What follows belongs to an exercise in optimizing a design on an open flow for small area; a production flow would make more cautious choices.
Function was checked by simulation only, so behaviour that the tests miss may differ from the original.
No activity file was given, so power comes from the tool's default toggle rates.

== maple ==
==> flow/design.v (excerpt) <==
module distance_block (
  input  logic        clk,
  input  logic        resetN,
  input  logic [10:0] offsetX,
  input  logic [10:0] offsetY,
  input  logic        InsideRectangle,
  input  logic        load_en,
  input  logic        count_en,
  input  logic        slow_pulse,
  input  logic        up_is_pressed,
  input  logic        player_move,
  input  logic        restart_enable,
  input  logic        enter_is_pressed,
  output logic [3:0]  thousands,
  output logic [3:0]  hundreds,
  output logic [3:0]  tens,
  output logic [3:0]  units,
  output logic        dist_end,
  output logic        drawingRequest,
  output logic [7:0]  RGBout
);
clock: 50.0 ns
lec_check: 0
abc_area: 1
cap_margin: 20
core_margin: 2
core_utilization: 38
cts_buf_list: sky130_fd_sc_hd__clkbuf_4
slew_margin: 20
standard.sh (not shown) runs the stock make flow with config.mk's settings and CLKGATE_MAP_FILE= SYNTH_SCRIPT=/design/flow/synth_recipe.tcl, a recipe that flattens the netlist after the stock synthesis.
==> flow/flow/run.sh <==
#!/bin/bash
# Layout flow: the standard flow (standard.sh), with one change in
# synthesis: ORFS's synth.tcl maps the logic with flow/abc_map.script (an
# area-oriented ABC mapping: &dch, then &nf with area recovery) instead of
# ORFS's abc_area/abc_speed script.
# The port buffers that placement adds are buf_1 cells (buffer_ports
# -buffer_cell) instead of the cell buffer_ports picks by itself.
# ADDER_MAP_FILE is left empty, so synthesis skips the half/full adder
# extraction and abc maps that logic with the rest.
# Everything else -- the synthesis passes, register mapping, flattening,
# renaming, floorplan, the rest of placement, CTS, routing -- is the
# standard flow.
set -euo pipefail
HERE=$(pwd)

# ORFS's synth.tcl with the ABC call pointed at our script
sed 's|log_cmd abc {\*}$abc_args|log_cmd abc -script '"$HERE"'/flow/abc_map.script {*}[lrange $abc_args 2 end]|' \
  "$FLOW_HOME/scripts/synth.tcl" > "$HERE/flow_synth.tcl"
grep -q 'flow/abc_map.script' "$HERE/flow_synth.tcl"

# The standard flow's synthesis script, sourcing that copy
sed 's|\$::env(SCRIPTS_DIR)/synth.tcl|'"$HERE"'/flow_synth.tcl|' synth_recipe.tcl > "$HERE/flow_synth_recipe.tcl"
grep -q 'flow_synth.tcl' "$HERE/flow_synth_recipe.tcl"

bash standard.sh SYNTH_SCRIPT="$HERE/flow_synth_recipe.tcl" \
  ADDER_MAP_FILE= BUFFER_PORTS_ARGS="-buffer_cell sky130_fd_sc_hd__buf_1" finish > "$HERE/flow_make.log" 2>&1
==> flow/flow/abc_map.script <==
strash
&get -n
&dch -f
&nf -R 1000 -p -F 8 -A 4 -C 32
&put
--- input diff maple..willow ---
Settings: putting CTS_CLUSTER_SIZE at 30 where nothing was set; putting CTS_CLUSTER_DIAMETER at 200 where nothing was set.
Findings:
- Diff willow..maple | sum of internal, switching and leakage power | unchanged
- Comparing willow against maple, there is no change at all in power per cell area.
- Going from maple to willow, flip-flop and latch share of the layout cell area ~0 delta, routed wire length ~0 delta.
Inputs modified between willow and yarrow:
Settings: CTS_CLUSTER_DIAMETER no longer set, was 200; SLEW_MARGIN now 10, was 20; GPL_TIMING_DRIVEN now 0, previously not set; CAP_MARGIN now 10, was 20; CTS_CLUSTER_SIZE no longer set, was 30.
## What came out
- Between yarrow and willow, it is yarrow whose layout overhead on the synthesized area is higher, by 0.62 points.
- Against willow, total half-perimeter wirelength after legalization and detailed placement in yarrow fell by a few percent.
- When yarrow is measured against willow, its minimum period implied by the final worst setup slack turns out 0.20 ns higher.
Input-level comparison between garnet and yarrow:
Settings: changing SLEW_MARGIN from 10 to 0; changing CAP_MARGIN from 10 to 0.
## What came out
- Finished, but not clean: garnet, with max-capacitance violations, max-slew violations.
- | actual transition at the worst max-transition pin | lower: yarrow |
- Global-route wire length before repair in garnet is about 1.7% higher than in yarrow
- garnet vs. yarrow: first-pass detailed-route iteration total went up 1; worst setup slack before clock tree synthesis went down 0.24 ns.
- Relative to yarrow, aggregate global-route resource usage has gone up in garnet.
- Clock power of garnet exceeds that of yarrow slightly.

========
== the baseline ==
distance_block, a different RTL version from the one above (not shown whole).
Size in the first run: about 830 cells after synthesis, roughly 15 flip-flops, ~4400 um2 of cells after synthesis.
Settings: LEC_CHECK=0, ABC_AREA=1, CAP_MARGIN=20, CORE_MARGIN=2, CORE_UTILIZATION=40, SLEW_MARGIN=20; clock period 50.0 ns.
run.sh (not shown) runs the stock make flow with config.mk's settings and CLKGATE_MAP_FILE= SYNTH_SCRIPT=/design/flow/synth_recipe.tcl, a recipe that flattens the netlist after the stock synthesis.
Stock flow here: none of the scripts above is used.
The baseline: full flow OK, the timing, design-rule and antenna checks passed
## Diff of input files: the candidate against the baseline
==> flow/flow/run.sh (new file) <==
#!/bin/bash
# Layout flow: the standard flow (standard.sh), with one change in
# synthesis: ORFS's synth.tcl maps the logic with flow/abc_map.script (an
# area-only ABC mapping) instead of ORFS's abc_area/abc_speed script.
# Everything else -- the synthesis passes, register mapping, flattening,
# renaming, floorplan, placement, CTS, routing -- is the standard flow.
set -euo pipefail
HERE=$(pwd)

# ORFS's synth.tcl with the ABC call pointed at our script
sed 's|log_cmd abc {\*}$abc_args|log_cmd abc -script '"$HERE"'/flow/abc_map.script {*}[lrange $abc_args 2 end]|' \
  "$FLOW_HOME/scripts/synth.tcl" > "$HERE/flow_synth.tcl"
grep -q 'flow/abc_map.script' "$HERE/flow_synth.tcl"

# The standard flow's synthesis script, sourcing that copy
sed 's|\$::env(SCRIPTS_DIR)/synth.tcl|'"$HERE"'/flow_synth.tcl|' synth_recipe.tcl > "$HERE/flow_synth_recipe.tcl"
grep -q 'flow_synth.tcl' "$HERE/flow_synth_recipe.tcl"

bash standard.sh SYNTH_SCRIPT="$HERE/flow_synth_recipe.tcl" finish > "$HERE/flow_make.log" 2>&1
==> flow/flow/abc_map.script (new file) <==
strash
dch -f
map -a
topo
==> flow/standard.sh (new file) <==
#!/bin/bash
# synth_recipe.tcl (not shown) runs the flow's synth.tcl, then flattens the netlist and writes it again
# the make line also repeats each setting of config.mk as NAME=value (left out here)
make -C /OpenROAD-flow-scripts/flow DESIGN_CONFIG=/design/flow/config.mk WORK_HOME=/design/flow/orfs CLKGATE_MAP_FILE= SYNTH_SCRIPT=/design/flow/synth_recipe.tcl "${@:-finish}"
--- a/flow/config.mk
+++ b/flow/config.mk
@@ -11 +11 @@
-export CORE_UTILIZATION = 40
+export CORE_UTILIZATION = 70
removed: flow/run.sh
Results
The remaining runs in the baseline and the candidate completed every stage, whereas the candidate halted early.
Post-synthesis xor/xnor area fraction delta (the baseline -> the candidate): insignificant
Comparing synthesized area for the baseline and the candidate, the smaller number came from the candidate.
Note that the synthesized cell count recorded for the baseline amounts to 1.3 times the value seen in the candidate.

[separate check: timing with driven ports]
The results above use ideal ports. As a check the final layouts listed here were re-extracted and re-timed, cells and wires unchanged.
Step 1 (the two cells are an assumption about what drives the block):
set clk [get_ports {clk}]
set_driving_cell -lib_cell sky130_fd_sc_hd__clkbuf_16 $clk
set_driving_cell -lib_cell sky130_fd_sc_hd__buf_2 [delete_from_list [all_inputs] $clk]
Step 2 adds t to the input delays and takes it off the output delays; t is the mean of the earliest and latest rising clock arrival at the registers after step 1. Input paths then give back, and output paths get back, about the clock's delay inside the block.
Slacks: ideal / step 1 / step 2; pairs: ideal / step 1.
run	shift t [ns]	slack for setup (ns)	clock arrival spread, ns	slew at the worst register clock pin (ns)	cell pins on the clock port's net
maple	0.304	33.595 / 33.588 / 33.283	0.009 / 0.009	0.09 / 0.09	1
willow	0.304	33.595 / 33.588 / 33.283	0.009 / 0.009	0.09 / 0.09	1
yarrow	0.304	33.395 / 33.388 / 33.084	0.017 / 0.017	0.10 / 0.10	1
garnet	0.310	33.191 / 33.185 / 32.875	0.013 / 0.014	0.10 / 0.10	1
the baseline	0.281	34.972 / 34.971 / 34.690	0.002 / 0.002	0.06 / 0.06	1
The setup slack of garnet, which loses most, moves by -0.006 ns with the drivers and by -0.316 ns with both steps.
